Source: an optimization exercise on an open RTL-to-GDS flow (aim: small area, a short achievable clock period and few clock cycles). Production flows keep margins and buffers that such runs may drop. In this exercise RTL edits were held to simulation tests only and were not proved equivalent to the original.

$ cat design/flow/flow/run.sh
#!/bin/bash
# The standard ORFS flow (the standard.sh): synthesis unchanged, then the
# layout with plain buffers instead of delay cells on the ports, a clock tree
# without dummy loads, and no x4 XOR cells (timing repair buffers long nets
# instead). The make output goes to synth.log and flow.log; each ORFS step keeps
# its own log under orfs/logs.
set -euo pipefail
bash standard.sh synth > synth.log 2>&1
# the platform's don't-use list plus the x4 XOR cells
dont=$(python3 -c 'import re,sys; s=open(sys.argv[1]).read(); m=re.search(r"export DONT_USE_CELLS \+=((?:.*\\\n)*.*\n)", s); print(" ".join(m.group(1).replace("\\\n", " ").split()))' "$FLOW_HOME/platforms/sky130hd/config.mk")
dont="$dont sky130_fd_sc_hd__xor2_4 sky130_fd_sc_hd__xnor2_4 sky130_fd_sc_hd__buf_12 sky130_fd_sc_hd__buf_16 sky130_fd_sc_hd__buf_8"
echo "DONT_USE_CELLS=$dont" > dont_use.log
export BUFFER_PORTS_ARGS="-buffer_cell sky130_fd_sc_hd__buf_2"
export GLOBAL_PLACEMENT_ARGS="-timing_driven_nets_percentage 100 -timing_driven_net_weight_max 8 -timing_driven_net_reweight_overflow {79 64 49 29 20}"
export CTS_ARGS="-sink_clustering_enable -repair_clock_nets -dont_use_dummy_load -sink_clustering_size 20 -sink_clustering_max_diameter 80"
bash standard.sh "DONT_USE_CELLS=$dont" finish > flow.log 2>&1
$ cat design/flow/config.mk
export PLATFORM = sky130hd
export DESIGN_NAME = keccak
export DESIGN_NICKNAME = keccak
export VERILOG_FILES = /design/flow/design.v
export SDC_FILE = /design/flow/constraint.sdc
export NUM_CORES = 8
export LEC_CHECK = 0
export CAP_MARGIN = 30
export CORE_MARGIN = 2
export CORE_UTILIZATION = 40
export GPL_ROUTABILITY_DRIVEN = 1
export GPL_TIMING_DRIVEN = 1
export PLACE_DENSITY = 0.5
export SETUP_SLACK_MARGIN = 2.5
export SLEW_MARGIN = 30
export SYNTH_HIERARCHICAL = 1
$ cat design/flow/standard.sh
#!/bin/bash
# synth_recipe.tcl (not shown) runs the flow's synth.tcl, then flattens the netlist and writes it again
# the make line also repeats each setting of config.mk as NAME=value (left out here)
make -C /OpenROAD-flow-scripts/flow DESIGN_CONFIG=/design/flow/config.mk WORK_HOME=/design/flow/orfs CLKGATE_MAP_FILE= SYNTH_SCRIPT=/design/flow/synth_recipe.tcl "${@:-finish}"
$ cat design/flow/design.v
module keccak(clk, reset, in, in_ready, is_last, byte_num, buffer_full, out, out_ready);
    input              clk, reset;
    input      [31:0]  in;
    input              in_ready, is_last;
    input      [1:0]   byte_num;
    output             buffer_full;
    output     [511:0] out;
    output reg         out_ready;
    reg       [1599:0] st;      
    reg        [17:0]  wsel;    
    reg        [55:0]  gsel;    
    reg        [4:0]   rnd;     
    reg                perm;    
    reg                fin;     
    reg                bf;      
    wire               accept = in_ready & ~bf;
    wire               blk_end = accept & (is_last | wsel[17]);
    wire               last_rnd = perm & (rnd == 5'd23);
    wire               spec = accept & is_last & (byte_num == 2'd0);
    wire               perm_n = blk_end | (perm & ~last_rnd);
    wire       [7:0]   go;      
    wire               fin_n = fin | (accept & is_last);
    wire       [31:0]  word, w;
    wire       [63:0]  rc;
    wire     [1599:0]  bo, absorbed, st_next;
    wire       [6:0]   b0r;
    wire       [63:0]  p, p2, h;    
    assign buffer_full = bf;
    padder1 padder1_ (in, is_last, byte_num, word);
    assign w = {word[7:0], word[15:8], word[23:16], word[31:24]};
    rconst rconst_ (rnd, rc);
    round  round_  (st, spec, gsel, rc, bo, b0r);
    function [17:0] gmk;
        input integer k;
        case (k)
          0: gmk = 18'h00100;
          1: gmk = 18'h00101;
          2: gmk = 18'h00200;
          3: gmk = 18'h00202;
          4: gmk = 18'h00401;
          5: gmk = 18'h00405;
          6: gmk = 18'h00500;
          7: gmk = 18'h00802;
          8: gmk = 18'h0080a;
          9: gmk = 18'h00a00;
          10: gmk = 18'h01004;
          11: gmk = 18'h01014;
          12: gmk = 18'h01104;
          13: gmk = 18'h01105;
          14: gmk = 18'h01401;
          15: gmk = 18'h01504;
          16: gmk = 18'h02008;
          17: gmk = 18'h02028;
          18: gmk = 18'h02208;
          19: gmk = 18'h0220a;
          20: gmk = 18'h02802;
          21: gmk = 18'h02a08;
          22: gmk = 18'h04010;
          23: gmk = 18'h04050;
          24: gmk = 18'h04110;
          25: gmk = 18'h04150;
          26: gmk = 18'h04411;
          27: gmk = 18'h04415;
          28: gmk = 18'h05004;
          29: gmk = 18'h05411;
          30: gmk = 18'h08020;
          31: gmk = 18'h080a0;
          32: gmk = 18'h08220;
          33: gmk = 18'h082a0;
          34: gmk = 18'h08822;
          35: gmk = 18'h0882a;
          36: gmk = 18'h0a008;
          37: gmk = 18'h0a822;
          38: gmk = 18'h10040;
          39: gmk = 18'h10140;
          40: gmk = 18'h10441;
          41: gmk = 18'h10541;
          42: gmk = 18'h11044;
          43: gmk = 18'h11054;
          44: gmk = 18'h14010;
          45: gmk = 18'h14110;
          46: gmk = 18'h15044;
          47: gmk = 18'h20080;
          48: gmk = 18'h20280;
          49: gmk = 18'h20882;
          50: gmk = 18'h20a82;
          51: gmk = 18'h22088;
          52: gmk = 18'h220a8;
          53: gmk = 18'h28020;
          54: gmk = 18'h28220;
          55: gmk = 18'h2a088;
          default: gmk = 18'h00000;
        endcase
    endfunction
    wire       [17:0]  wsel_n = reset ? 18'd1 : ~accept ? wsel : blk_end ? 18'd1 : {wsel[16:0], 1'b0};
    genvar q;
    generate
      for (q = 0; q < 56; q = q + 1) begin : GS
        always @ (posedge clk)
          gsel[q] <= |(wsel_n & gmk(q));
      end
    endgenerate
    always @ (posedge clk)
      wsel <= wsel_n;
    always @ (posedge clk)
      if (reset) begin
        rnd <= 0; perm <= 0; fin <= 0; bf <= 0; out_ready <= 0;
      end else begin
        perm <= perm_n;
        fin <= fin_n;
        bf <= perm_n | fin_n;
        if (perm)
          rnd <= last_rnd ? 5'd0 : rnd + 5'd1;
        else if (spec)
          rnd <= 5'd1;
        if (last_rnd & fin)
          out_ready <= 1;
      end
    genvar j, k;
    generate
      for (j = 0; j < 18; j = j + 1) begin : ABS
        wire e = accept & wsel[j];
        for (k = 0; k < 32; k = k + 1) begin : B
          if (j == 17 && k == 31)
            assign absorbed[32*j + k] = st[32*j + k] ^ (w[k] & e) ^ (accept & is_last);
          else
            kab ab (st[32*j + k], w[k], e, absorbed[32*j + k]);
        end
      end
    endgenerate
    assign absorbed[1599:576] = st[1599:576];
    generate
      for (j = 0; j < 8; j = j + 1) begin : GO
        kgo g (perm, bf, in_ready, is_last, byte_num, go[j]);
      end
      for (j = 0; j < 64; j = j + 1) begin : CT
        kctl ct (go[j / 8], reset, p[j], p2[j], h[j]);
      end
      for (j = 0; j < 1600; j = j + 1) begin : NX
        localparam integer L = j / 64, Z = j % 64, X = L % 5, Y = L / 5;
        localparam integer R = (Z == 0) ? 0 : (Z == 1) ? 1 : (Z == 3) ? 2 : (Z == 7) ? 3
                             : (Z == 15) ? 4 : (Z == 31) ? 5 : (Z == 63) ? 6 : -1;
        wire a = (L == 0 && R >= 0) ? b0r[R < 0 ? 0 : R] : bo[j];
        knx nx (p[Z], p2[Z], a, bo[64*((X+1)%5 + 5*Y) + Z], bo[64*((X+2)%5 + 5*Y) + Z],
                h[Z], absorbed[j], st_next[j]);
      end
    endgenerate
    always @ (posedge clk)
      st <= st_next;
    generate
      for (j = 0; j < 64; j = j + 1) begin : OUT
        assign out[511-8*j -: 8] = st[8*j +: 8];
      end
    endgenerate
endmodule
module padder1(in, is_last, byte_num, out);
    input      [31:0] in;
    input             is_last;
    input      [1:0]  byte_num;
    output     [31:0] out;
    genvar b;
    generate
      for (b = 0; b < 4; b = b + 1) begin : B
        wire keep = ~is_last | (byte_num > b);
        wire pad  = is_last & (byte_num == b);
        assign out[31-8*b -: 8] = (in[31-8*b -: 8] & {8{keep}}) | (8'h06 & {8{pad}});
      end
    endgenerate
endmodule
module ksel(p, a, h, s, y);
    input p, a, h, s;
    output y;
    assign y = (p & a) | (h & s);
endmodule
module kpn(p, b, c, y);
    input p, b, c;
    output y;
    assign y = p & ~b & c;
endmodule
module knx(p, p2, a, b, c, h, s, y);
    input p, p2, a, b, c, h, s;
    output y;
    wire u, v;
    ksel sl (p, a, h, s, u);
    kpn  pn (p2, b, c, v);
    kx2  xo (u, v, y);
endmodule
module kab(s, w, e, y);
    input s, w, e;
    output y;
    assign y = s ^ (w & e);
endmodule
module kgo(perm, bf, in_ready, is_last, byte_num, go);
    input perm, bf, in_ready, is_last;
    input [1:0] byte_num;
    output go;
    assign go = perm | (in_ready & ~bf & is_last & (byte_num == 2'd0));
endmodule
module kp(go, reset, p);
    input go, reset;
    output p;
    assign p = go & ~reset;
endmodule
module kctl(go, reset, p, p2, h);
    input go, reset;
    output p, p2, h;
    kp k1 (go, reset, p);
    kp k2 (go, reset, p2);
    assign h = ~go & ~reset;
endmodule
module rconst(r, rc);
    input      [4:0]  r;
    output reg [63:0] rc;
    always @ (*)
      case (r)
        5'd0:    rc = 64'h0000000000000001;
        5'd1:    rc = 64'h0000000000008082;
        5'd2:    rc = 64'h800000000000808A;
        5'd3:    rc = 64'h8000000080008000;
        5'd4:    rc = 64'h000000000000808B;
        5'd5:    rc = 64'h0000000080000001;
        5'd6:    rc = 64'h8000000080008081;
        5'd7:    rc = 64'h8000000000008009;
        5'd8:    rc = 64'h000000000000008A;
        5'd9:    rc = 64'h0000000000000088;
        5'd10:   rc = 64'h0000000080008009;
        5'd11:   rc = 64'h000000008000000A;
        5'd12:   rc = 64'h000000008000808B;
        5'd13:   rc = 64'h800000000000008B;
        5'd14:   rc = 64'h8000000000008089;
        5'd15:   rc = 64'h8000000000008003;
        5'd16:   rc = 64'h8000000000008002;
        5'd17:   rc = 64'h8000000000000080;
        5'd18:   rc = 64'h000000000000800A;
        5'd19:   rc = 64'h800000008000000A;
        5'd20:   rc = 64'h8000000080008081;
        5'd21:   rc = 64'h8000000000008080;
        5'd22:   rc = 64'h0000000080000001;
        5'd23:   rc = 64'h8000000080008008;
        default: rc = 64'h0;
      endcase
endmodule
module kx2(a, b, y);
    input a, b;
    output y;
    assign y = a ^ b;
endmodule
module round(in, spec, gsel, rc, bo, b0r);
    input  [1599:0] in;
    input           spec;    
    input  [55:0]   gsel;    
    input  [63:0]   rc;      
    output [1599:0] bo;     
    output [6:0]    b0r;    
    wire   [63:0]   c01[0:4], c23[0:4], c4[0:4], c[0:4], d[0:4];
    wire   [63:0]   b[0:24];
    wire [1599:0]   t;
    wire   [63:0]   b0;      
    wire [1599:0]   g;       
    wire [1599:0]   ae;      
    genvar x, y, z;
    function integer rho;
        input integer k;
        case (k)
          0: rho = 0;   1: rho = 1;   2: rho = 62;  3: rho = 28;  4: rho = 27;
          5: rho = 36;  6: rho = 44;  7: rho = 6;   8: rho = 55;  9: rho = 20;
          10: rho = 3;  11: rho = 10; 12: rho = 43; 13: rho = 25; 14: rho = 39;
          15: rho = 41; 16: rho = 45; 17: rho = 15; 18: rho = 21; 19: rho = 8;
          20: rho = 18; 21: rho = 2;  22: rho = 61; 23: rho = 56; default: rho = 14;
        endcase
    endfunction
    function integer gidx;
        input integer i;     
        case (i)
          1: gidx = 1;
          2: gidx = 13;
          3: gidx = 10;
          33: gidx = 3;
          34: gidx = 19;
          35: gidx = 16;
          65: gidx = 5;
          66: gidx = 27;
          67: gidx = 22;
          97: gidx = 8;
          98: gidx = 35;
          99: gidx = 30;
          128: gidx = 56;
          129: gidx = 11;
          130: gidx = 43;
          131: gidx = 38;
          161: gidx = 17;
          162: gidx = 52;
          163: gidx = 47;
          193: gidx = 23;
          194: gidx = 25;
          195: gidx = 0;
          225: gidx = 31;
          226: gidx = 33;
          227: gidx = 2;
          257: gidx = 39;
          258: gidx = 41;
          259: gidx = 4;
          289: gidx = 48;
          290: gidx = 50;
          291: gidx = 7;
          319: gidx = 56;
          321: gidx = 6;
          322: gidx = 15;
          323: gidx = 10;
          353: gidx = 9;
          354: gidx = 21;
          355: gidx = 16;
          385: gidx = 14;
          386: gidx = 29;
          387: gidx = 22;
          417: gidx = 20;
          418: gidx = 37;
          419: gidx = 30;
          448: gidx = 56;
          449: gidx = 28;
          450: gidx = 46;
          451: gidx = 38;
          481: gidx = 36;
          482: gidx = 55;
          483: gidx = 47;
          513: gidx = 44;
          514: gidx = 45;
          515: gidx = 0;
          545: gidx = 53;
          546: gidx = 54;
          547: gidx = 2;
          575: gidx = 56;
          577: gidx = 38;
          578: gidx = 40;
          579: gidx = 4;
          609: gidx = 47;
          610: gidx = 49;
          611: gidx = 7;
          639: gidx = 56;
          641: gidx = 0;
          642: gidx = 12;
          643: gidx = 10;
          673: gidx = 2;
          674: gidx = 18;
          675: gidx = 16;
          705: gidx = 4;
          706: gidx = 26;
          707: gidx = 22;
          737: gidx = 7;
          738: gidx = 34;
          739: gidx = 30;
          768: gidx = 56;
          769: gidx = 10;
          770: gidx = 42;
          771: gidx = 38;
          801: gidx = 16;
          802: gidx = 51;
          803: gidx = 47;
          833: gidx = 22;
          834: gidx = 24;
          835: gidx = 0;
          865: gidx = 30;
          866: gidx = 32;
          867: gidx = 2;
          897: gidx = 38;
          898: gidx = 40;
          899: gidx = 4;
          929: gidx = 47;
          930: gidx = 49;
          931: gidx = 7;
          959: gidx = 56;
          961: gidx = 0;
          962: gidx = 12;
          963: gidx = 10;
          993: gidx = 2;
          994: gidx = 18;
          995: gidx = 16;
          1025: gidx = 4;
          1026: gidx = 26;
          1027: gidx = 22;
          1057: gidx = 7;
          1058: gidx = 34;
          1059: gidx = 30;
          1088: gidx = 56;
          1089: gidx = 10;
          1090: gidx = 42;
          1091: gidx = 38;
          1121: gidx = 16;
          1122: gidx = 51;
          1123: gidx = 47;
          1153: gidx = 22;
          1154: gidx = 24;
          1155: gidx = 0;
          1185: gidx = 30;
          1186: gidx = 32;
          1187: gidx = 2;
          1217: gidx = 38;
          1218: gidx = 40;
          1219: gidx = 4;
          1249: gidx = 47;
          1250: gidx = 49;
          1251: gidx = 7;
          1279: gidx = 56;
          1281: gidx = 0;
          1282: gidx = 12;
          1283: gidx = 10;
          1313: gidx = 2;
          1314: gidx = 18;
          1315: gidx = 16;
          1345: gidx = 4;
          1346: gidx = 26;
          1347: gidx = 22;
          1377: gidx = 7;
          1378: gidx = 34;
          1379: gidx = 30;
          1408: gidx = 56;
          1409: gidx = 10;
          1410: gidx = 42;
          1411: gidx = 38;
          1441: gidx = 16;
          1442: gidx = 51;
          1443: gidx = 47;
          1473: gidx = 22;
          1474: gidx = 24;
          1475: gidx = 0;
          1505: gidx = 30;
          1506: gidx = 32;
          1507: gidx = 2;
          1537: gidx = 38;
          1538: gidx = 40;
          1539: gidx = 4;
          1569: gidx = 47;
          1570: gidx = 49;
          1571: gidx = 7;
          1599: gidx = 56;
          default: gidx = -1;
        endcase
    endfunction
    generate
      for (y = 0; y < 5; y = y + 1) begin : GY
        for (x = 0; x < 5; x = x + 1) begin : GX
          for (z = 0; z < 64; z = z + 1) begin : Z
            if (gidx(64*(x+5*y) + z) >= 0) begin : F
              if (gidx(64*(x+5*y) + z) == 56)
                assign g[64*(x+5*y) + z] = spec;
              else
                assign g[64*(x+5*y) + z] = spec & gsel[gidx(64*(x+5*y) + z) % 56];
              kx2 xg (in[64*(x+5*y) + z], g[64*(x+5*y) + z], ae[64*(x+5*y) + z]);
            end else begin : N
              assign g[64*(x+5*y) + z] = 1'b0;
              assign ae[64*(x+5*y) + z] = in[64*(x+5*y) + z];
            end
          end
        end
      end
      for (x = 0; x < 5; x = x + 1) begin : TC
        for (z = 0; z < 64; z = z + 1) begin : Z
          kx2 x01 (in[64*x + z],      in[64*(x+5) + z],  c01[x][z]);
          kx2 x23 (in[64*(x+10) + z], in[64*(x+15) + z], c23[x][z]);
          kx2 x03 (c01[x][z], c23[x][z], c4[x][z]);
          kx2 x04 (c4[x][z], in[64*(x+20) + z], c[x][z]);
        end
      end
      for (x = 0; x < 5; x = x + 1) begin : TD
        for (z = 0; z < 64; z = z + 1) begin : Z
          kx2 xd (c[(x+4)%5][z], c[(x+1)%5][(z+63)%64], d[x][z]);
        end
      end
      for (y = 0; y < 5; y = y + 1) begin : RY
        for (x = 0; x < 5; x = x + 1) begin : RX
          for (z = 0; z < 64; z = z + 1) begin : Z
            kx2 xt (ae[64*(x+5*y) + z], d[x][z], t[64*(x+5*y) + z]);
          end
          assign b[y + 5*((2*x+3*y)%5)] = {t[64*(x+5*y) +: 64], t[64*(x+5*y) +: 64]} >> (64 - rho(x+5*y));
        end
      end
      for (z = 0; z < 64; z = z + 1) begin : IO
        if (z == 0 || z == 1 || z == 3 || z == 7 || z == 15 || z == 31 || z == 63) begin : K
          wire ar;
          if (gidx(z) >= 0)
            kx2 xa (in[z], g[z] ^ rc[z], ar);
          else
            kx2 xa (in[z], rc[z], ar);
          kx2 xb (ar, d[0][z], b0[z]);
        end else begin : N
          assign b0[z] = b[0][z];
        end
      end
      for (x = 0; x < 25; x = x + 1) begin : BO
        assign bo[64*x +: 64] = b[x];
      end
      assign b0r = {b0[63], b0[31], b0[15], b0[7], b0[3], b0[1], b0[0]};
    endgenerate
endmodule
$ cat design/flow/constraint.sdc
create_clock -name core_clock -period 5.5 [get_ports {clk}]
set_input_delay 1.1000 -clock core_clock [delete_from_list [all_inputs] [get_ports {clk}]]
set_output_delay 1.1000 -clock core_clock [all_outputs]
set_load 0.01 [all_outputs]
==> results of run 1 <==
-- how the worst max path moves through the flow --
stage	startpoint	endpoint	slack, ns
3_3_place_gp	in_ready	st[207]	0.85
3_5_place_dp	in_ready	st[207]	0.75
6_report	bf	st[51]	2.36
2_1_floorplan	in_ready	st[1036]	2.08
4_1_cts	st[404]	st[1123]	2.39
5_1_grt	st[222]	st[1349]	2.42
-- state kept, by name, summed over array words and instances, names as in the netlist --
register	count
st	1600
gsel	54
wsel	18
rnd	5
bf	1
fin	1
out_ready	1
perm	1
-- tightest hold or removal path: cells and delay by family (launching register included) --
family,cells,cell delay (ns)
AO/OA/AOI/OAI,1,0.06
buffers and inverters,1,0.07
flip-flops,1,0.32
-- cell type report --
type	count	share of cell area
Multi-Input combinational cell	9901	0.628
Timing Repair Buffer	2425	0.0877
Sequential cell	1681	0.222
Antenna cell	215	0.00353
Clock buffer	156	0.0256
Tap cell	3958	0.0325
Inverter	15	0.000369
-- stage by stage --
| stage | setup slack [ns] | cell area (sq um) | hold WS (ns) | utilization | instances |
|---|---|---|---|---|---|
| 6_report | 2.36 | 152000 | 0.485 | 0.508 | 18400 |
| 5_1_grt | 2.42 | 152000 | 0.506 | 0.506 | 18200 |
| 4_1_cts | 2.39 | 148000 | 0.484 | 0.494 | 17700 |
| 3_5_place_dp | 0.748 | 133000 | 0.463 | 0.443 | 16700 |
| 3_3_place_gp | 0.851 | 130000 | 0.465 | 0.433 | 16600 |
| 2_1_floorplan | 2.08 | 121000 | 0.446 | - | 12100 |
-- metal layers --
metal	up-vias	part of all wire	routed length [microns]	global-route usage
li1	44200	-	-	-
met1	59000	0.35	312000	0.646
met2	9587	0.37	330000	0.716
met3	2373	0.16	138000	0.281
met4	46	0.12	106000	0.547
met5	-	0.00076	673	0
-- what timing repair did --
action,4_1_cts,5_1_grt
cloned,20,14
resized for setup,1115,303
pin swaps,437,118
setup buffers,820,386
hold buffers,0,0
endpoints found under the setup margin,1612,1218
==> run notes, run 1 <==
run status -> timing/DRC/antenna clean
chip width -> 554 microns
RR Endpoint -> st[51]
period utilisation layout -> 0.570
area of the multi-input gates -> 0.0958 sq mm
# fillers -> 28.1k
worst rel slew slack -> 0.208
f_max -> 0.319 GHz
Synth Net Count -> 12.1k
port bufs -> 551
initial core utilization -> 0.402
Max FO, Critical Path -> 38
commonest cells after routing, fill and taps aside -> xor2_1 (3441), buf_2 (2128), and3b_1 (1600), a22o_1 (1600), dfxtp_1 (1558)
Post-Synthesis Cell Area -> 0.121 sq mm
GRT Total Usage -> 0.556
DR iter-0 viols -> 17.9k
Post-Route Skew -> 0.0728 ns
Via density -> 6.28
critical path's slowest cell -> buf_2
r2r worst-path depth -> 8
cell count along the critical path -> 8
HPWL Detailed -> 741 mm
site row count -> 201
clock buffer depth -> 4
H-tree Lvls -> 4
type of the worst setup path -> register to register
Critical Path Sink Type -> register
register area -> 0.0338 sq mm
Reg clk slew, reported paths -> 0.08 ns
WL final -> 887 mm
min cycle time layout -> 3.14 ns
Routed Antenna Nets -> 0
worst-margin pin slew -> 1.19 ns
clock buffer count from CTS -> 156
TritonCTS clock tree -> built
Boundary Pins -> 552
Critical Path RT -> 6.29 ns
largest net degree at the start of global routing -> 43
Worst Hold Depth -> 2
Top Family by Delay on Critical Path -> buffers and inverters
# setup viols final -> 0
gpl congestion -> 1.14
flop-to-flop setup slack -> 2.36 ns
Clock Latency Late Sink -> 0.94 ns
initial antenna violation count -> 214
CTS root buffer -> clkbuf_16
GRT overflow -> 0
pins over their slew limit -> 0
commonest non-fill, non-tap cell in the layout -> xor2_1
Syn-to-layout area delta -> 26.2%
Die Y-Extent -> 554 microns
DR vias -> 115k
Worst Setup Start Kind -> register
WP buf/inv -> 2
drt drc -> 0
Worst Hold Launch -> fin
Total Neg Setup Slack -> 0 ns
hold crit path type -> register to register
Avg Inst Size Synth -> 9.98 sq um
reg-to-reg critical path startpoint -> bf
CP cell instances -> nor2b_4, buf_6, and2_2, buf_2, nand2_1, xnor2_1, a22o_1, xor2_1
worst path arrival time -> 3.93 ns
Warnings, synthesis -> 9
maxcap violations -> 0
Worst Hold Path EP -> fin
clk sinks -> 1681
Pre-antenna DRT Iters -> 6
RSZ-0062 raised after global routing -> yes
number of global-route vias before repair -> 102k
Hold Fails Final Rpt -> 0
core area -> 0.300 sq mm
Slowest Stage Delay on Critical Path -> 0.79 ns
DR WL/cell -> 48.3 microns
first-pass GRT wire length -> 1100 mm
nets -> 14.2k
Syn Inst Count -> 12.1k
Die Footprint -> 0.306 sq mm
layout cells sized above 1 -> 0.323
Testbench counts, summed over its fixed seeds: cycles 7,376.
==> run 2: changes to the inputs <==
--- a/design/flow/flow/run.sh
+++ b/design/flow/flow/run.sh
@@ -8,7 +8,7 @@
 bash standard.sh synth > synth.log 2>&1
 # the platform's don't-use list plus the x4 XOR cells
 dont=$(python3 -c 'import re,sys; s=open(sys.argv[1]).read(); m=re.search(r"export DONT_USE_CELLS \+=((?:.*\\\n)*.*\n)", s); print(" ".join(m.group(1).replace("\\\n", " ").split()))' "$FLOW_HOME/platforms/sky130hd/config.mk")
-dont="$dont sky130_fd_sc_hd__xor2_4 sky130_fd_sc_hd__xnor2_4 sky130_fd_sc_hd__buf_12 sky130_fd_sc_hd__buf_16 sky130_fd_sc_hd__buf_8"
+dont="$dont sky130_fd_sc_hd__xor2_4 sky130_fd_sc_hd__xnor2_4 sky130_fd_sc_hd__buf_12 sky130_fd_sc_hd__buf_16 sky130_fd_sc_hd__xor2_2 sky130_fd_sc_hd__xnor2_2 sky130_fd_sc_hd__buf_8"
 echo "DONT_USE_CELLS=$dont" > dont_use.log
 export BUFFER_PORTS_ARGS="-buffer_cell sky130_fd_sc_hd__buf_2"
 export GLOBAL_PLACEMENT_ARGS="-timing_driven_nets_percentage 100 -timing_driven_net_weight_max 8 -timing_driven_net_reweight_overflow {79 64 49 29 20}"
==> run 2 against run 1 <==
Compared with the run above:
- maximum frequency decreased by 3.4%
- area after synthesis unchanged
- via count increased by 3.4%
- worst hold slack got worse by 0.029 ns
- highest routed layer unchanged
- synthesized cell count unchanged
- cell count increased by 2.4%
- largest cell class unchanged
==> run notes, run 2 <==
Top Family by Delay on Critical Path -> XOR/XNOR gates (was buffers and inverters)
HPWL Detailed -> 743 mm (was 741 mm)
Routed Antenna Nets -> 0 (unchanged)
Clock Latency Late Sink -> 0.93 ns (was 0.94 ns)
RSZ-0062 raised after global routing -> yes (unchanged)
cell count along the critical path -> 8 (unchanged)
CP most frequent cell -> xor2_1
Slowest Stage Delay on Critical Path -> 0.67 ns (was 0.79 ns)
Synth Net Count -> 12.1k (unchanged)
reg-to-reg critical path startpoint -> st[328] (was bf)
port bufs -> 551 (unchanged)
Warnings, synthesis -> 9 (unchanged)
Total Neg Setup Slack -> 0 ns (unchanged)
# setup viols final -> 0 (unchanged)
Biggest register -> st (unchanged)
pins over their slew limit -> 0 (unchanged)
Post-Route Skew -> 0.0737 ns (was 0.0728 ns)
run status -> timing/DRC/antenna clean (unchanged)
drt drc -> 0 (unchanged)
flop-to-flop setup slack -> 2.25 ns (was 2.36 ns)
clock buffer count from CTS -> 155 (was 156)
period utilisation layout -> 0.590 (was 0.570)
Reg clk slew, reported paths -> 0.08 ns (about the same)
Critical Path Sink Type -> register (unchanged)
layout cells sized above 1 -> 0.236 (was 0.323)
# hold bufs at CTS -> 0 (unchanged)
clk sinks -> 1681 (unchanged)
RR Endpoint -> st[1392] (was st[51])
Worst Hold Depth -> 2 (unchanged)
Top Registers -> st: 1600 flops, gsel: 54 flops, wsel: 18 flops (unchanged)
Min Hold Slack -> 0.456 ns (was 0.485 ns)
commonest non-fill, non-tap cell in the layout -> xor2_1 (unchanged)
DR vias -> 119k (was 115k)
worst-margin pin slew -> 1.23 ns (was 1.19 ns)
WP buf/inv -> 1 (was 2)
Critical Path RT -> 6.26 ns (was 6.29 ns)
H-tree Lvls -> 4 (unchanged)
Worst Hold Launch -> fin (unchanged)
Post-Synthesis Cell Area -> 0.121 sq mm (unchanged)
GRT overflow -> 0 (unchanged)
site row count -> 201 (unchanged)
max reg flops -> 1600 (unchanged)
gpl congestion -> 1.15 (was 1.14)
Syn Inst Count -> 12.1k (unchanged)
Hold Fails Final Rpt -> 0 (unchanged)
critical path's slowest cell -> xor2_1 (was buf_2)
first-pass GRT wire length -> 1100 mm (about the same)
area of the multi-input gates -> 0.0845 sq mm (was 0.0958 sq mm)
initial antenna violation count -> 221 (was 214)
Worst Setup Start Kind -> register (unchanged)
core area -> 0.300 sq mm (unchanged)
number of global-route vias before repair -> 103k (was 102k)
type of the worst setup path -> register to register (unchanged)
DR iter-0 viols -> 18.3k (was 17.9k)
CTS root buffer -> clkbuf_16 (unchanged)
commonest cells after routing, fill and taps aside -> xor2_1 (4975), buf_2 (2477), and3b_1 (1600), a22o_1 (1600), dfxtp_1 (1579) (was xor2_1 (3441), buf_2 (2128), and3b_1 (1600), a22o_1 (1600), dfxtp_1 (1558))
# fillers -> 29.5k (was 28.1k)
worst path arrival time -> 4.00 ns (was 3.93 ns)
min cycle time layout -> 3.25 ns (was 3.14 ns)
CP startpoint -> st[328] (was bf)
nets -> 14.6k (was 14.2k)
r2r worst-path depth -> 8 (unchanged)
WL final -> 890 mm (was 887 mm)
Max FO, Critical Path -> 4 (was 38)
chip width -> 554 microns (unchanged)
GRT Total Usage -> 0.551 (was 0.556)
Worst Hold Path EP -> bf (was fin)
largest net degree at the start of global routing -> 39 (was 43)
f_max -> 0.308 GHz (was 0.319 GHz)
Avg Inst Size Synth -> 9.98 sq um (unchanged)
DR WL/cell -> 47.4 microns (was 48.3 microns)
Die Y-Extent -> 554 microns (unchanged)
Pre-antenna DRT Iters -> 6 (unchanged)
clock buffer depth -> 4 (unchanged)
maxcap violations -> 0 (unchanged)
register area -> 0.0338 sq mm (about the same)
worst rel slew slack -> 0.182 (was 0.208)
TritonCTS clock tree -> built (unchanged)
CP cell instances -> xor2_1, xor2_1, xor2_1, xor2_1, buf_2, xor2_1, and3b_1, xor2_1 (was nor2b_4, buf_6, and2_2, buf_2, nand2_1, xnor2_1, a22o_1, xor2_1)
initial core utilization -> 0.402 (unchanged)
Die Footprint -> 0.306 sq mm (unchanged)
Boundary Pins -> 552 (unchanged)
Via density -> 6.34 (was 6.28)
hold crit path type -> register to register (unchanged)
Syn-to-layout area delta -> 18.3% (was 26.2%)
## run 2: how the worst max path moves through the flow
stage	slack, ns	endpoint
after global routing	2.33	st[699]
after detailed placement	0.73	st[1209]
final	2.25	st[1392]
after global placement	0.80	st[1209]
after floorplan	2.08	st[1036]
after CTS	2.50	st[815]
## run 2: layout make-up
class,count,share of cell area
Antenna cell,236,0.00413
Clock buffer,155,0.0271
Inverter,15,0.000394
Multi-Input combinational cell,9920,0.591
Sequential cell,1681,0.237
Tap cell,3958,0.0347
Timing Repair Buffer,2828,0.106
## run 2: per-stage QoR
stage	setup WS [ns]	cells	utilization	instance area (sq um)
finish	2.25	18800	0.476	143000
global placement	0.801	16800	0.429	129000
global route	2.33	18600	0.474	142000
detailed placement	0.730	17000	0.434	130000
CTS	2.50	18300	0.467	140000
floorplan	2.08	12100	-	121000
## run 2: worst min-delay path, stage by stage (launching register included)
cell and delay, ns:
dfxtp_1 0.31, inv_1 0.06, a31oi_1 0.06
## run 2: layer usage
metal / GRT usage / vias to the layer above / wire (microns)
met5: 0.00422 / - / 833
met4: 0.541 / 64 / 106000
met3: 0.265 / 2549 / 135000
met2: 0.717 / 9875 / 330000
met1: 0.640 / 60100 / 318000
li1: - / 46500 / -
## run 2: repair_timing
action                                  4_1_cts  5_1_grt
gates cloned                                 24       30
pin swaps                                   506       78
hold endpoints to repair                      0        0
setup buffers                              1100      234
endpoints found under the setup margin     1606     1115
resized for setup                           136      247
==> run 3: changes to the inputs <==
--- a/design/flow/flow/run.sh
+++ b/design/flow/flow/run.sh
@@ -8,7 +8,7 @@
 bash standard.sh synth > synth.log 2>&1
 # the platform's don't-use list plus the x4 XOR cells
 dont=$(python3 -c 'import re,sys; s=open(sys.argv[1]).read(); m=re.search(r"export DONT_USE_CELLS \+=((?:.*\\\n)*.*\n)", s); print(" ".join(m.group(1).replace("\\\n", " ").split()))' "$FLOW_HOME/platforms/sky130hd/config.mk")
-dont="$dont sky130_fd_sc_hd__xor2_4 sky130_fd_sc_hd__xnor2_4 sky130_fd_sc_hd__buf_12 sky130_fd_sc_hd__buf_16 sky130_fd_sc_hd__xor2_2 sky130_fd_sc_hd__xnor2_2 sky130_fd_sc_hd__buf_8"
+dont="$dont sky130_fd_sc_hd__xor2_4 sky130_fd_sc_hd__xnor2_4"
 echo "DONT_USE_CELLS=$dont" > dont_use.log
 export BUFFER_PORTS_ARGS="-buffer_cell sky130_fd_sc_hd__buf_2"
 export GLOBAL_PLACEMENT_ARGS="-timing_driven_nets_percentage 100 -timing_driven_net_weight_max 8 -timing_driven_net_reweight_overflow {79 64 49 29 20}"
==> run 3 against run 2 <==
Compared with the run above:
- register-to-register slack better by 0.08 ns
- cell count is 4.3% lower
- area after synthesis stayed put
- first-iteration DRC count is 7.5% higher
- critical path type unchanged
- critical path depth is 1 lower
- core utilization is 4.9 points higher
==> run notes, run 3 <==
number of global-route vias before repair -> 101k (was 103k)
run status -> timing/DRC/antenna clean (unchanged)
maxcap violations -> 0 (unchanged)
gpl congestion -> 1.14 (was 1.15)
layout cells sized above 1 -> 0.289 (was 0.236)
GRT Total Usage -> 0.557 (was 0.551)
WL final -> 892 mm (was 890 mm)
Die Footprint -> 0.306 sq mm (unchanged)
Pre-antenna DRT Iters -> 8 (was 6)
min cycle time layout -> 3.17 ns (was 3.25 ns)
Syn-to-layout area delta -> 30.4% (was 18.3%)
first-pass GRT wire length -> 1100 mm (about the same)
commonest cells after routing, fill and taps aside -> xor2_1 (3571), dfxtp_1 (1615), and3b_1 (1600), a22o_1 (1600), xor2_2 (1406) (was xor2_1 (4975), buf_2 (2477), and3b_1 (1600), a22o_1 (1600), dfxtp_1 (1579))
clock buffer depth -> 4 (unchanged)
Warnings, synthesis -> 9 (unchanged)
cell count along the critical path -> 7 (was 8)
period utilisation layout -> 0.576 (was 0.590)
largest net degree at the start of global routing -> 63 (was 39)
Avg Inst Size Synth -> 9.98 sq um (unchanged)
Synth Net Count -> 12.1k (unchanged)
Total Neg Setup Slack -> 0 ns (unchanged)
TritonCTS clock tree -> built (unchanged)
Die Y-Extent -> 554 microns (unchanged)
f_max -> 0.316 GHz (was 0.308 GHz)
Post-Synthesis Cell Area -> 0.121 sq mm (unchanged)
Reg clk slew, reported paths -> 0.07 ns (was 0.08 ns)
# fillers -> 27.2k (was 29.5k)
GRT overflow -> 0 (unchanged)
commonest non-fill, non-tap cell in the layout -> xor2_1 (unchanged)
Biggest register -> st (unchanged)
Max FO, Critical Path -> 4 (unchanged)
fin area -> 0.158 sq mm (was 0.143 sq mm)
worst-margin pin slew -> 0.961 ns (was 1.23 ns)
Critical Path Sink Type -> register (unchanged)
initial core utilization -> 0.402 (unchanged)
core area -> 0.300 sq mm (unchanged)
Worst Setup Start Kind -> register (unchanged)
RSZ-0062 raised after global routing -> yes (unchanged)
Via density -> 6.41 (was 6.34)
initial antenna violation count -> 228 (was 221)
Non-Filler Instances -> 18.0k (was 18.8k)
nets -> 13.8k (was 14.6k)
Worst Hold Depth -> 2 (unchanged)
WP buf/inv -> 0 (was 1)
port bufs -> 551 (unchanged)
Min Hold Slack -> 0.484 ns (was 0.456 ns)
Slowest Stage Delay on Critical Path -> 0.78 ns (was 0.67 ns)
Post-Route Skew -> 0.0664 ns (was 0.0737 ns)
Placement Setup Slack -> 0.964 ns (was 0.730 ns)
clk sinks -> 1681 (unchanged)
Top Family by Delay on Critical Path -> XOR/XNOR gates (unchanged)
drt drc -> 0 (unchanged)
Hold Fails Final Rpt -> 0 (unchanged)
HPWL Detailed -> 735 mm (was 743 mm)
Routed Antenna Nets -> 0 (unchanged)
Boundary Pins -> 552 (unchanged)
Inst Count DP -> 16.7k (was 17.0k)
worst rel slew slack -> 0.357 (was 0.182)
CTS root buffer -> clkbuf_16 (unchanged)
clock buffer count from CTS -> 155 (unchanged)
max reg flops -> 1600 (unchanged)
Top Registers -> st: 1600 flops, gsel: 54 flops, wsel: 18 flops (unchanged)
H-tree Lvls -> 4 (unchanged)
site row count -> 201 (unchanged)
# setup viols final -> 0 (unchanged)
DR WL/cell -> 49.6 microns (was 47.4 microns)
PnR worst setup slack -> 2.33 ns (was 2.25 ns)
DR iter-0 viols -> 19.7k (was 18.3k)
chip width -> 554 microns (unchanged)
CP most frequent cell -> xor2_1 (unchanged)
Clock Latency Late Sink -> 0.94 ns (was 0.93 ns)
Critical Path RT -> 6.29 ns (was 6.26 ns)
DR vias -> 115k (was 119k)
type of the worst setup path -> register to register (unchanged)
pins over their slew limit -> 0 (unchanged)
worst path arrival time -> 3.96 ns (was 4.00 ns)
hold crit path type -> register to register (unchanged)
CP cell instances -> xor2_1, xor2_1, xor2_2, xor2_2, xor2_1, and3b_1, xor2_1 (was xor2_1, xor2_1, xor2_1, xor2_1, buf_2, xor2_1, and3b_1, xor2_1)
r2r worst-path depth -> 7 (was 8)
Syn Inst Count -> 12.1k (unchanged)
critical path's slowest cell -> xor2_1 (unchanged)
placement-stage cell area -> 0.134 sq mm (was 0.130 sq mm)
[run 3: area by class of cell]
type	instances	area [sq um]	share of cell area
antenna	250	626	0.00397
clock buffer	155	3880	0.0246
inverter	15	56.3	0.000357
multi-input combinational	9890	94600	0.600
sequential	1681	33700	0.214
tap	3958	4950	0.0314
timing repair buffer	2036	19700	0.125
[run 3: metal layers]
layer / track usage / wire, microns / vias to the layer above
li1: - / - / 43500
met1: 0.645 / 313000 / 58800
met2: 0.721 / 334000 / 10200
met3: 0.277 / 138000 / 2606
met4: 0.555 / 106000 / 42
met5: 0.00719 / 631 / -
[run 3: worst reg2reg max path, delay by kind of cell, from the launching register on]
family	cells	cell delay (ns)
XOR/XNOR	6	2.25
flip-flops	1	0.54
AND/OR/NAND/NOR	1	0.29
[run 3: path summary, 6_finish.rpt]
path	start	end	slack (ns)
min reg2reg	fin	fin	0.48
min	fin	fin	0.48
max	st[252]	st[1595]	2.33
max reg2reg	st[252]	st[1595]	2.33
[run 3: metrics by stage]
step / util
floorplan: -
global placement: 0.438
detailed placement: 0.447
CTS: 0.507
global route: 0.523
finish: 0.525
[run 3: what timing repair did]
action / CTS / global route
gates cloned: 3 / 20
hold buffers: 0 / 0
setup endpoints to repair: 1601 / 1114
pin swaps: 358 / 123
resized for setup: 899 / 167
setup buffers: 546 / 292
==> run 4: changes to the inputs <==
--- a/design/flow/flow/run.sh
+++ b/design/flow/flow/run.sh
@@ -8,7 +8,7 @@
 bash standard.sh synth > synth.log 2>&1
 # the platform's don't-use list plus the x4 XOR cells
 dont=$(python3 -c 'import re,sys; s=open(sys.argv[1]).read(); m=re.search(r"export DONT_USE_CELLS \+=((?:.*\\\n)*.*\n)", s); print(" ".join(m.group(1).replace("\\\n", " ").split()))' "$FLOW_HOME/platforms/sky130hd/config.mk")
-dont="$dont sky130_fd_sc_hd__xor2_4 sky130_fd_sc_hd__xnor2_4"
+dont="$dont sky130_fd_sc_hd__xor2_4 sky130_fd_sc_hd__xnor2_4 sky130_fd_sc_hd__buf_12 sky130_fd_sc_hd__buf_16 sky130_fd_sc_hd__xor2_2 sky130_fd_sc_hd__xnor2_2 sky130_fd_sc_hd__buf_8 sky130_fd_sc_hd__nor2b_4 sky130_fd_sc_hd__nor2_4 sky130_fd_sc_hd__and2_4 sky130_fd_sc_hd__dfxtp_4"
 echo "DONT_USE_CELLS=$dont" > dont_use.log
 export BUFFER_PORTS_ARGS="-buffer_cell sky130_fd_sc_hd__buf_2"
 export GLOBAL_PLACEMENT_ARGS="-timing_driven_nets_percentage 100 -timing_driven_net_weight_max 8 -timing_driven_net_reweight_overflow {79 64 49 29 20}"
==> run 4 against run 3 <==
Compared with the run above:
- global-route usage down 0.71 points
- area after synthesis is the same
- wire length hardly changed
- flip-flop and latch count did not move
- largest cell class unchanged
- still clean on timing, DRC and antenna
==> run notes, run 4 <==
Total Neg Setup Slack -> 0 ns (unchanged)
chip width -> 554 microns (unchanged)
Top Registers -> st: 1600 flops, gsel: 54 flops, wsel: 18 flops (unchanged)
Die Y-Extent -> 554 microns (unchanged)
# setup viols final -> 0 (unchanged)
clock buffer count from CTS -> 155 (unchanged)
type of the worst setup path -> register to register (unchanged)
Biggest register -> st (unchanged)
worst rel slew slack -> 0.199 (was 0.357)
Worst Hold Launch -> fin (unchanged)
clk sinks -> 1681 (unchanged)
WL final -> 891 mm (was 892 mm)
Placement Setup Slack -> 0.798 ns (was 0.964 ns)
Die Footprint -> 0.306 sq mm (unchanged)
clock buffer depth -> 4 (unchanged)
f_max -> 0.315 GHz (was 0.316 GHz)
Avg Inst Size Synth -> 9.98 sq um (unchanged)
min cycle time layout -> 3.17 ns (about the same)
commonest cells after routing, fill and taps aside -> xor2_1 (4975), buf_2 (2510), and3b_1 (1600), a22o_1 (1600), dfxtp_1 (1596) (was xor2_1 (3571), dfxtp_1 (1615), and3b_1 (1600), a22o_1 (1600), xor2_2 (1406))
commonest non-fill, non-tap cell in the layout -> xor2_1 (unchanged)
DR vias -> 120k (was 115k)
pins over their slew limit -> 0 (unchanged)
HPWL Detailed -> 745 mm (was 735 mm)
Warnings, synthesis -> 9 (unchanged)
initial core utilization -> 0.402 (unchanged)
CP startpoint -> st[213] (was st[252])
Synth Net Count -> 12.1k (unchanged)
H-tree Lvls -> 4 (unchanged)
initial antenna violation count -> 257 (was 228)
largest net degree at the start of global routing -> 45 (was 63)
RSZ-0062 raised after global routing -> yes (unchanged)
# hold bufs at CTS -> 0 (unchanged)
GRT Total Usage -> 0.550 (was 0.557)
worst-margin pin slew -> 1.20 ns (was 0.961 ns)
site row count -> 201 (unchanged)
core area -> 0.300 sq mm (unchanged)
CTS root buffer -> clkbuf_16 (unchanged)
port bufs -> 551 (unchanged)
Syn-to-layout area delta -> 18.8% (was 30.4%)
first-pass GRT wire length -> 1100 mm (about the same)
gpl congestion -> 1.14 (about the same)
max reg flops -> 1600 (unchanged)
DR WL/cell -> 47.1 microns (was 49.6 microns)
GRT overflow -> 0 (unchanged)
Pre-antenna DRT Iters -> 8 (unchanged)
layout cells sized above 1 -> 0.239 (was 0.289)
Via density -> 6.32 (was 6.41)
# fillers -> 29.4k (was 27.2k)
worst path arrival time -> 3.99 ns (was 3.96 ns)
Post-Synthesis Cell Area -> 0.121 sq mm (unchanged)
Critical Path Sink Type -> register (unchanged)
hold crit path type -> register to register (unchanged)
Clock Latency Late Sink -> 0.94 ns (about the same)
Routed Antenna Nets -> 0 (unchanged)
maxcap violations -> 0 (unchanged)
Worst Setup Start Kind -> register (unchanged)
period utilisation layout -> 0.577 (was 0.576)
reg-to-reg critical path startpoint -> st[213] (was st[252])
run status -> timing/DRC/antenna clean (unchanged)
Min Hold Slack -> 0.503 ns (was 0.484 ns)
DR iter-0 viols -> 19.8k (was 19.7k)
Reg clk slew, reported paths -> 0.09 ns (was 0.07 ns)
number of global-route vias before repair -> 102k (was 101k)
Syn Inst Count -> 12.1k (unchanged)
Boundary Pins -> 552 (unchanged)
drt drc -> 0 (unchanged)
Critical Path RT -> 6.32 ns (was 6.29 ns)
Max FO, Critical Path -> 4 (unchanged)
Hold Fails Final Rpt -> 0 (unchanged)
nets -> 14.7k (was 13.8k)
TritonCTS clock tree -> built (unchanged)
PnR worst setup slack -> 2.33 ns (about the same)
Post-Route Skew -> 0.0732 ns (was 0.0664 ns)
==> run 4: cell count changes in the layout (fill, tap and decap cells not counted), sizes merged <==
| cell | before | now |
|---|---|---|
| and2 | 82 | 83 |
| buf | 2036 | 2798 |
| nor2b | 174 | 201 |
| clkbuf | 155 | 278 |
| bufbuf | 0 | 1 |
| diode | 250 | 267 |
==> run 4: repair_timing <==
action	CTS	global route
setup endpoints to repair	1599	1229
gates resized for setup	150	232
buffers inserted	1094	274
gates cloned	18	36
pin swaps	474	84
==> run 4: layout make-up <==
class                   instances  area [sq um]  share of cell area
inverters                      15          56.3            0.000392
well taps                    3958          4950              0.0345
flip-flops and latches       1681         33800               0.235
repair buffers               2922         15900               0.111
diodes                        267           668             0.00466
clock buffers                 155          3880              0.0270
multi-input cells            9918         84200               0.587
==> run 4: metal layers <==
layer  track usage  vias to the layer above  part of all wire  routed length [microns]
met5       0.00594                        -           0.00060                      532
met4         0.548                       74              0.12                   106000
met3         0.257                     2455              0.15                   135000
met2         0.716                    10200              0.37                   332000
li1              -                    46700                 -                        -
met1         0.643                    60100              0.36                   318000
==> run 4: final timing paths <==
check                               end  slack (ns)  cells past startpoint
worst max-delay path            st[797]        2.33                     10
worst min-delay path                 bf        0.50                      2
worst max register to register  st[797]        2.33                     10
worst min register to register       bf        0.50                      2
==> run 4: critical path: stages, from the launching register on <==
cell and delay [ns]:
dfxtp_1 0.67, xor2_1 0.23, xor2_1 0.21, xor2_1 0.40, xor2_1 0.22, buf_2 0.16, buf_2 0.25, xor2_1 0.30
buf_4 0.28, and3b_1 0.21, xor2_1 0.15
==> run 4: per-stage QoR <==
stage	cells	cell area [sq um]	utilization
final	18900	143000	0.478
after global placement	16900	129000	0.429
after global routing	18700	143000	0.476
after floorplan	12100	121000	-
after detailed placement	17100	130000	0.434
after CTS	18300	140000	0.468
==> run 5: changes to the inputs <==
--- a/design/flow/config.mk
+++ b/design/flow/config.mk
@@ -11,6 +11,6 @@
 export GPL_ROUTABILITY_DRIVEN = 1
 export GPL_TIMING_DRIVEN = 1
 export PLACE_DENSITY = 0.5
-export SETUP_SLACK_MARGIN = 2.5
+export SETUP_SLACK_MARGIN = 2.75
 export SLEW_MARGIN = 30
 export SYNTH_HIERARCHICAL = 1
==> run 5 against run 4 <==
Compared with the run above:
- die area is the same
- wire length up 3.0%
- critical path type is now input port to register
- count of clock-buffer cells in the layout up 1
- sequential share of layout area is 0.84 points lower
- critical endpoint is now st[542]
- worst setup slack better by 0.086 ns
==> run notes, run 5 <==
layout cells sized above 1 -> 0.310 (was 0.239)
Max FO, Critical Path -> 9 (was 4)
clock buffer depth -> 4 (unchanged)
CP startpoint -> is_last (was st[213])
Boundary Pins -> 552 (unchanged)
Syn-to-layout area delta -> 25.0% (was 18.8%)
Critical Path Sink Type -> register (unchanged)
GR Util met3 -> 0.291 (was 0.257)
HPWL Detailed -> 755 mm (was 745 mm)
Worst Setup Start Kind -> input port (was register)
clock buffer count from CTS -> 156 (was 155)
Worst Hold Path EP -> fin (was bf)
gpl congestion -> 1.15 (was 1.14)
first-pass GRT wire length -> 1120 mm (was 1100 mm)
Biggest register -> st (unchanged)
Inst Count DP -> 17.1k (about the same)
Worst Hold Depth -> 2 (unchanged)
core area -> 0.300 sq mm (unchanged)
PnR worst setup slack -> 2.41 ns (was 2.33 ns)
run status -> timing/DRC/antenna clean (unchanged)
DR WL/cell -> 46.3 microns (was 47.1 microns)
Pre-antenna DRT Iters -> 6 (was 8)
Die Y-Extent -> 554 microns (unchanged)
largest net degree at the start of global routing -> 39 (was 45)
Post-Route Skew -> 0.0666 ns (was 0.0732 ns)
CTS root buffer -> clkbuf_16 (unchanged)
# setup viols final -> 0 (unchanged)
site row count -> 201 (unchanged)
DR iter-0 viols -> 19.9k (was 19.8k)
met2 global-route usage -> 0.729 (was 0.716)
WL final -> 918 mm (was 891 mm)
drt drc -> 0 (unchanged)
number of global-route vias before repair -> 106k (was 102k)
Worst Hold Launch -> fin (unchanged)
GR peak layer -> met2 (unchanged)
post-layout util -> 0.503 (was 0.478)
Placement Setup Slack -> 0.819 ns (was 0.798 ns)
initial core utilization -> 0.402 (unchanged)
DR vias -> 124k (was 120k)
met1 Use GR -> 0.643 (about the same)
Reg clk slew, reported paths -> 0.08 ns (was 0.09 ns)
reg-to-reg critical path startpoint -> bf (was st[213])
Warnings, synthesis -> 9 (unchanged)
GRT overflow -> 0 (unchanged)
Die Footprint -> 0.306 sq mm (unchanged)
type of the worst setup path -> input port to register (was register to register)
Total Neg Setup Slack -> 0 ns (unchanged)
maxcap violations -> 0 (unchanged)
period utilisation layout -> 0.561 (was 0.577)
max reg flops -> 1600 (unchanged)
TritonCTS clock tree -> built (unchanged)
hold crit path type -> register to register (unchanged)
worst-margin pin slew -> 1.16 ns (was 1.20 ns)
# hold bufs at CTS -> 0 (unchanged)
port bufs -> 551 (unchanged)
H-tree Lvls -> 4 (unchanged)
Clock Latency Late Sink -> 0.94 ns (about the same)
Top Registers -> st: 1600 flops, gsel: 54 flops, wsel: 18 flops (unchanged)
r2r worst-path depth -> 10 (unchanged)
flop-to-flop setup slack -> 2.42 ns (was 2.33 ns)
commonest cells after routing, fill and taps aside -> xor2_1 (4975), buf_2 (2835), a22o_1 (1600), and3b_1 (1599), dfxtp_1 (1188) (was xor2_1 (4975), buf_2 (2510), and3b_1 (1600), a22o_1 (1600), dfxtp_1 (1596))
Via density -> 6.26 (was 6.32)
f_max -> 0.324 GHz (was 0.315 GHz)
clk sinks -> 1681 (unchanged)
worst path arrival time -> 3.90 ns (was 3.99 ns)
pins over their slew limit -> 0 (unchanged)
nets -> 15.6k (was 14.7k)
Hold Fails Final Rpt -> 0 (unchanged)
commonest non-fill, non-tap cell in the layout -> xor2_1 (unchanged)
chip width -> 554 microns (unchanged)
Post-Synthesis Cell Area -> 0.121 sq mm (unchanged)
Avg Inst Size Synth -> 9.98 sq um (unchanged)
Critical Path RT -> 6.31 ns (was 6.32 ns)
min cycle time layout -> 3.09 ns (was 3.17 ns)
Routed Antenna Nets -> 0 (unchanged)
worst rel slew slack -> 0.225 (was 0.199)
RR Endpoint -> st[542] (was st[797])
GRT Total Usage -> 0.564 (was 0.550)
Syn Inst Count -> 12.1k (unchanged)
initial antenna violation count -> 253 (was 257)
# fillers -> 29.1k (was 29.4k)
Min Hold Slack -> 0.501 ns (was 0.503 ns)
Synth Net Count -> 12.1k (unchanged)
RSZ-0062 raised after global routing -> yes (unchanged)
Non-Filler Instances -> 19.8k (was 18.9k)
[run 5: cell types whose count changed in the layout (fill, tap and decap cells not counted), moves of 27 or more]
cell      delta
buf_2      +325
buf_4      +273
buf_6      +168
clkbuf_4    +82
dfxtp_1    -408
dfxtp_2    +408
diode_2     +27
nor2b_4     +38
[run 5: repair_timing]
| item | in CTS | in global routing |
|---|---|---|
| setup endpoints to repair | 1855 | 1477 |
| setup buffers | 1589 | 615 |
| cloned | 51 | 47 |
| resized for setup | 693 | 854 |
| pin swaps | 644 | 300 |
[run 5: how the worst max path moves through the flow]
stage / end
2_1_floorplan: st[291]
3_3_place_gp: st[389]
3_5_place_dp: st[1338]
4_1_cts: st[779]
5_1_grt: st[175]
6_report: st[542]
[run 5: routing by layer]
layer | wire length (microns) | vias up
li1 | - | 48700
met1 | 319000 | 62200
met2 | 336000 | 10600
met3 | 148000 | 2755
met4 | 114000 | 66
met5 | 1300 | -
[run 5: worst max-delay path: stages]
cell and delay, ns:
buf_2 0.28, nand2_4 0.09, nor3_4 0.20, buf_6 0.12
and2_2 0.24, xor2_1 0.93, xor2_1 0.30, buf_6 0.27
and3b_1 0.21, xor2_1 0.14
[run 5: through the flow]
stage	instance area (sq um)
2_1_floorplan	121000
3_3_place_gp	129000
3_5_place_dp	131000
4_1_cts	145000
5_1_grt	150000
6_report	151000
[run 5: final cells by class]
class | count | area [sq um] | area share
Multi-Input combinational cell | 9962 | 84800 | 0.562
Sequential cell | 1681 | 34300 | 0.227
Timing Repair Buffer | 3780 | 22300 | 0.147
Tap cell | 3958 | 4950 | 0.0328
Clock buffer | 156 | 3900 | 0.0258
Antenna cell | 294 | 736 | 0.00487
Inverter | 15 | 56.3 | 0.000373
==> run 6: changes to the inputs <==
--- a/design/flow/flow/run.sh
+++ b/design/flow/flow/run.sh
@@ -8,9 +8,10 @@
 bash standard.sh synth > synth.log 2>&1
 # the platform's don't-use list plus the x4 XOR cells
 dont=$(python3 -c 'import re,sys; s=open(sys.argv[1]).read(); m=re.search(r"export DONT_USE_CELLS \+=((?:.*\\\n)*.*\n)", s); print(" ".join(m.group(1).replace("\\\n", " ").split()))' "$FLOW_HOME/platforms/sky130hd/config.mk")
-dont="$dont sky130_fd_sc_hd__xor2_4 sky130_fd_sc_hd__xnor2_4 sky130_fd_sc_hd__buf_12 sky130_fd_sc_hd__buf_16 sky130_fd_sc_hd__xor2_2 sky130_fd_sc_hd__xnor2_2 sky130_fd_sc_hd__buf_8 sky130_fd_sc_hd__nor2b_4 sky130_fd_sc_hd__nor2_4 sky130_fd_sc_hd__and2_4 sky130_fd_sc_hd__dfxtp_4"
+dont="$dont sky130_fd_sc_hd__xor2_4 sky130_fd_sc_hd__xnor2_4 sky130_fd_sc_hd__buf_12 sky130_fd_sc_hd__buf_16 sky130_fd_sc_hd__xor2_2 sky130_fd_sc_hd__xnor2_2 sky130_fd_sc_hd__buf_6 sky130_fd_sc_hd__nor2b_4 sky130_fd_sc_hd__nor2_4 sky130_fd_sc_hd__and2_4 sky130_fd_sc_hd__dfxtp_4"
 echo "DONT_USE_CELLS=$dont" > dont_use.log
 export BUFFER_PORTS_ARGS="-buffer_cell sky130_fd_sc_hd__buf_2"
 export GLOBAL_PLACEMENT_ARGS="-timing_driven_nets_percentage 100 -timing_driven_net_weight_max 8 -timing_driven_net_reweight_overflow {79 64 49 29 20}"
+export SKIP_GATE_CLONING=1
 export CTS_ARGS="-sink_clustering_enable -repair_clock_nets -dont_use_dummy_load -sink_clustering_size 20 -sink_clustering_max_diameter 80"
 bash standard.sh "DONT_USE_CELLS=$dont" finish > flow.log 2>&1
==> run 6 against run 5 <==
Compared with the run above:
- worst setup slack improved by 0.10 ns
- first-iteration DRC count is 0.13% higher
- synthesized cell count stayed put
- global-route usage decreased by 0.39 points
- still clean
- maximum frequency increased by 3.5%
- cell area is 0.38% higher
==> run notes, run 6 <==
max reg flops -> 1600 (unchanged)
# setup viols final -> 0 (unchanged)
pins over their slew limit -> 0 (unchanged)
first-pass GRT wire length -> 1120 mm (about the same)
RSZ-0062 raised after global routing -> yes (unchanged)
Total Neg Setup Slack -> 0 ns (unchanged)
commonest non-fill, non-tap cell in the layout -> xor2_1 (unchanged)
Slowest Stage Delay on Critical Path -> 0.44 ns (was 0.93 ns)
HPWL Detailed -> 751 mm (was 755 mm)
period utilisation layout -> 0.542 (was 0.561)
Post-Synthesis Cell Area -> 0.121 sq mm (unchanged)
Warnings, synthesis -> 9 (unchanged)
Clock Latency Late Sink -> 0.94 ns (about the same)
Reg clk slew, reported paths -> 0.07 ns (was 0.08 ns)
CP cell instances -> xor2_1, xor2_1, xor2_1, buf_2, xor2_1, buf_4, xor2_1, buf_4, and3b_1, xor2_1 (was buf_2, nand2_4, nor3_4, buf_6, and2_2, xor2_1, xor2_1, buf_6, and3b_1, xor2_1)
H-tree Lvls -> 4 (unchanged)
largest net degree at the start of global routing -> 44 (was 39)
DR iter-0 viols -> 19.9k (about the same)
Biggest register -> st (unchanged)
min cycle time layout -> 2.98 ns (was 3.09 ns)
drt drc -> 0 (unchanged)
placement-stage cell area -> 0.131 sq mm (about the same)
Inst Count DP -> 17.1k (about the same)
port bufs -> 551 (unchanged)
area of the multi-input gates -> 0.0835 sq mm (was 0.0848 sq mm)
chip width -> 554 microns (unchanged)
PnR worst setup slack -> 2.52 ns (was 2.41 ns)
core area -> 0.300 sq mm (unchanged)
clock buffer count from CTS -> 157 (was 156)
Critical Path Sink Type -> register (unchanged)
Syn-to-layout area delta -> 25.5% (was 25.0%)
register area -> 0.0343 sq mm (about the same)
Routed Antenna Nets -> 0 (unchanged)
# fillers -> 29.1k (about the same)
TritonCTS clock tree -> built (unchanged)
Placement Setup Slack -> 1.01 ns (was 0.819 ns)
run status -> timing/DRC/antenna clean (unchanged)
Synth Net Count -> 12.1k (unchanged)
Critical Path RT -> 6.27 ns (was 6.31 ns)
fin area -> 0.152 sq mm (was 0.151 sq mm)
initial antenna violation count -> 253 (unchanged)
Boundary Pins -> 552 (unchanged)
Top Registers -> st: 1600 flops, gsel: 54 flops, wsel: 18 flops (unchanged)
worst rel slew slack -> 0.175 (was 0.225)
Syn Inst Count -> 12.1k (unchanged)
site row count -> 201 (unchanged)
CP most frequent cell -> xor2_1 (unchanged)
Top Family by Delay on Critical Path -> XOR/XNOR gates (unchanged)
Via density -> 6.23 (was 6.26)
Avg Inst Size Synth -> 9.98 sq um (unchanged)
Die Footprint -> 0.306 sq mm (unchanged)
nets -> 15.8k (was 15.6k)
Worst Setup Start Kind -> register (was input port)
GRT Total Usage -> 0.560 (was 0.564)
clock buffer depth -> 4 (unchanged)
Pre-antenna DRT Iters -> 6 (unchanged)
CTS root buffer -> clkbuf_16 (unchanged)
layout cells sized above 1 -> 0.318 (was 0.310)
number of global-route vias before repair -> 106k (about the same)
DR vias -> 124k (about the same)
Max FO, Critical Path -> 4 (was 9)
GRT overflow -> 0 (unchanged)
initial core utilization -> 0.402 (unchanged)
worst path arrival time -> 3.76 ns (was 3.90 ns)
commonest cells after routing, fill and taps aside -> xor2_1 (4975), buf_2 (3051), a22o_1 (1600), and3b_1 (1599), dfxtp_1 (1185) (was xor2_1 (4975), buf_2 (2835), a22o_1 (1600), and3b_1 (1599), dfxtp_1 (1188))
hold crit path type -> register to register (unchanged)
Die Y-Extent -> 554 microns (unchanged)
gpl congestion -> 1.15 (about the same)
DR WL/cell -> 45.6 microns (was 46.3 microns)
Non-Filler Instances -> 20.0k (was 19.8k)
Hold Fails Final Rpt -> 0 (unchanged)
WP buf/inv -> 3 (unchanged)
critical path's slowest cell -> xor2_1 (unchanged)
WL final -> 910 mm (was 918 mm)
f_max -> 0.335 GHz (was 0.324 GHz)
clk sinks -> 1681 (unchanged)
Post-Route Skew -> 0.0715 ns (was 0.0666 ns)
maxcap violations -> 0 (unchanged)
type of the worst setup path -> register to register (was input port to register)
worst-margin pin slew -> 1.24 ns (was 1.16 ns)
==> run 6: layout make-up <==
type,count,area share
Multi-Input combinational cell,9867,0.551
Antenna cell,235,0.00388
Tap cell,3958,0.0327
Sequential cell,1681,0.226
Clock buffer,157,0.0259
Timing Repair Buffer,4049,0.160
Inverter,15,0.000371
==> run 6: repair_timing <==
| item | in CTS | in global routing |
|---|---|---|
| pin swaps | 642 | 336 |
| setup buffers | 1695 | 784 |
| hold buffers | 0 | 0 |
| setup endpoints to repair | 1828 | 1497 |
| resized for setup | 650 | 874 |
==> run 6: worst paths after layout <==
check | startpoint | end | slack (ns) | cells after the start
hold / removal | out_ready | out_ready | 0.48 | 2
hold reg to reg | out_ready | out_ready | 0.48 | 2
setup reg to reg | st[748] | st[895] | 2.52 | 10
setup / recovery | st[748] | st[895] | 2.52 | 10
==> run 6: stage by stage <==
| stage | hold slack, ns | util |
|---|---|---|
| finish | 0.476 | 0.505 |
| global route | 0.506 | 0.503 |
| floorplan | 0.446 | - |
| CTS | 0.481 | 0.482 |
| detailed placement | 0.463 | 0.435 |
| global placement | 0.469 | 0.429 |
==> run 6: layer usage <==
| metal | GRT usage | part of all wire |
|---|---|---|
| met1 | 0.646 | 0.35 |
| met2 | 0.726 | 0.37 |
| met3 | 0.276 | 0.16 |
| met4 | 0.556 | 0.12 |
| met5 | 0.0236 | 0.0012 |
==> run 6: worst reg2reg max path, cell delays in order (launching register included) <==
cell	delay [ns]
dfxtp_2	0.42
xor2_1	0.26
xor2_1	0.22
xor2_1	0.27
buf_2	0.22
xor2_1	0.16
buf_4	0.15
xor2_1	0.44
buf_4	0.34
and3b_1	0.24
xor2_1	0.14

-- re-timing with driven ports --
No port has a modelled driver above. Below, the same layouts with a new extraction and two added sets of constraints. Step 1 (the two cells are an assumption about what drives the block):
set clk [get_ports {clk}]
set_driving_cell -lib_cell sky130_fd_sc_hd__clkbuf_16 $clk
set_driving_cell -lib_cell sky130_fd_sc_hd__buf_2 [delete_from_list [all_inputs] $clk]
Step 2 times the ports against the registers' clock, not the clock port: input delays grow and output delays shrink by t, the midpoint of the rising clock arrivals with the driver on. Three values: no drivers, after step 1, after step 2; two values: the first two.
| run | t, ns | slack for setup (ns) | worst setup path after step 2 | latest minus earliest clock arrival (ns) | worst slew at a driven data input, ns |
|---|---|---|---|---|---|
| run 1 | 1.030 | 2.364 / 2.347 / 1.453 | input to register | 0.073 / 0.073 | 0.04 |
| run 2 | 1.015 | 2.255 / 2.255 / 1.446 | input to register | 0.074 / 0.074 | 0.04 |
| run 3 | 1.028 | 2.331 / 2.314 / 1.507 | input to register | 0.066 / 0.066 | 0.05 |
| run 4 | 1.019 | 2.326 / 2.326 / 1.472 | input to register | 0.074 / 0.074 | 0.04 |
| run 5 | 1.032 | 2.412 / 2.418 / 1.425 | input to register | 0.067 / 0.067 | 0.09 |
| run 6 | 1.028 | 2.517 / 2.517 / 1.649 | input to register | 0.073 / 0.072 | 0.05 |
After both steps setup and hold are still met in every run listed. For run 5, which loses most, drivers alone change the setup slack by +0.006 ns; drivers and shift together by -0.987 ns.
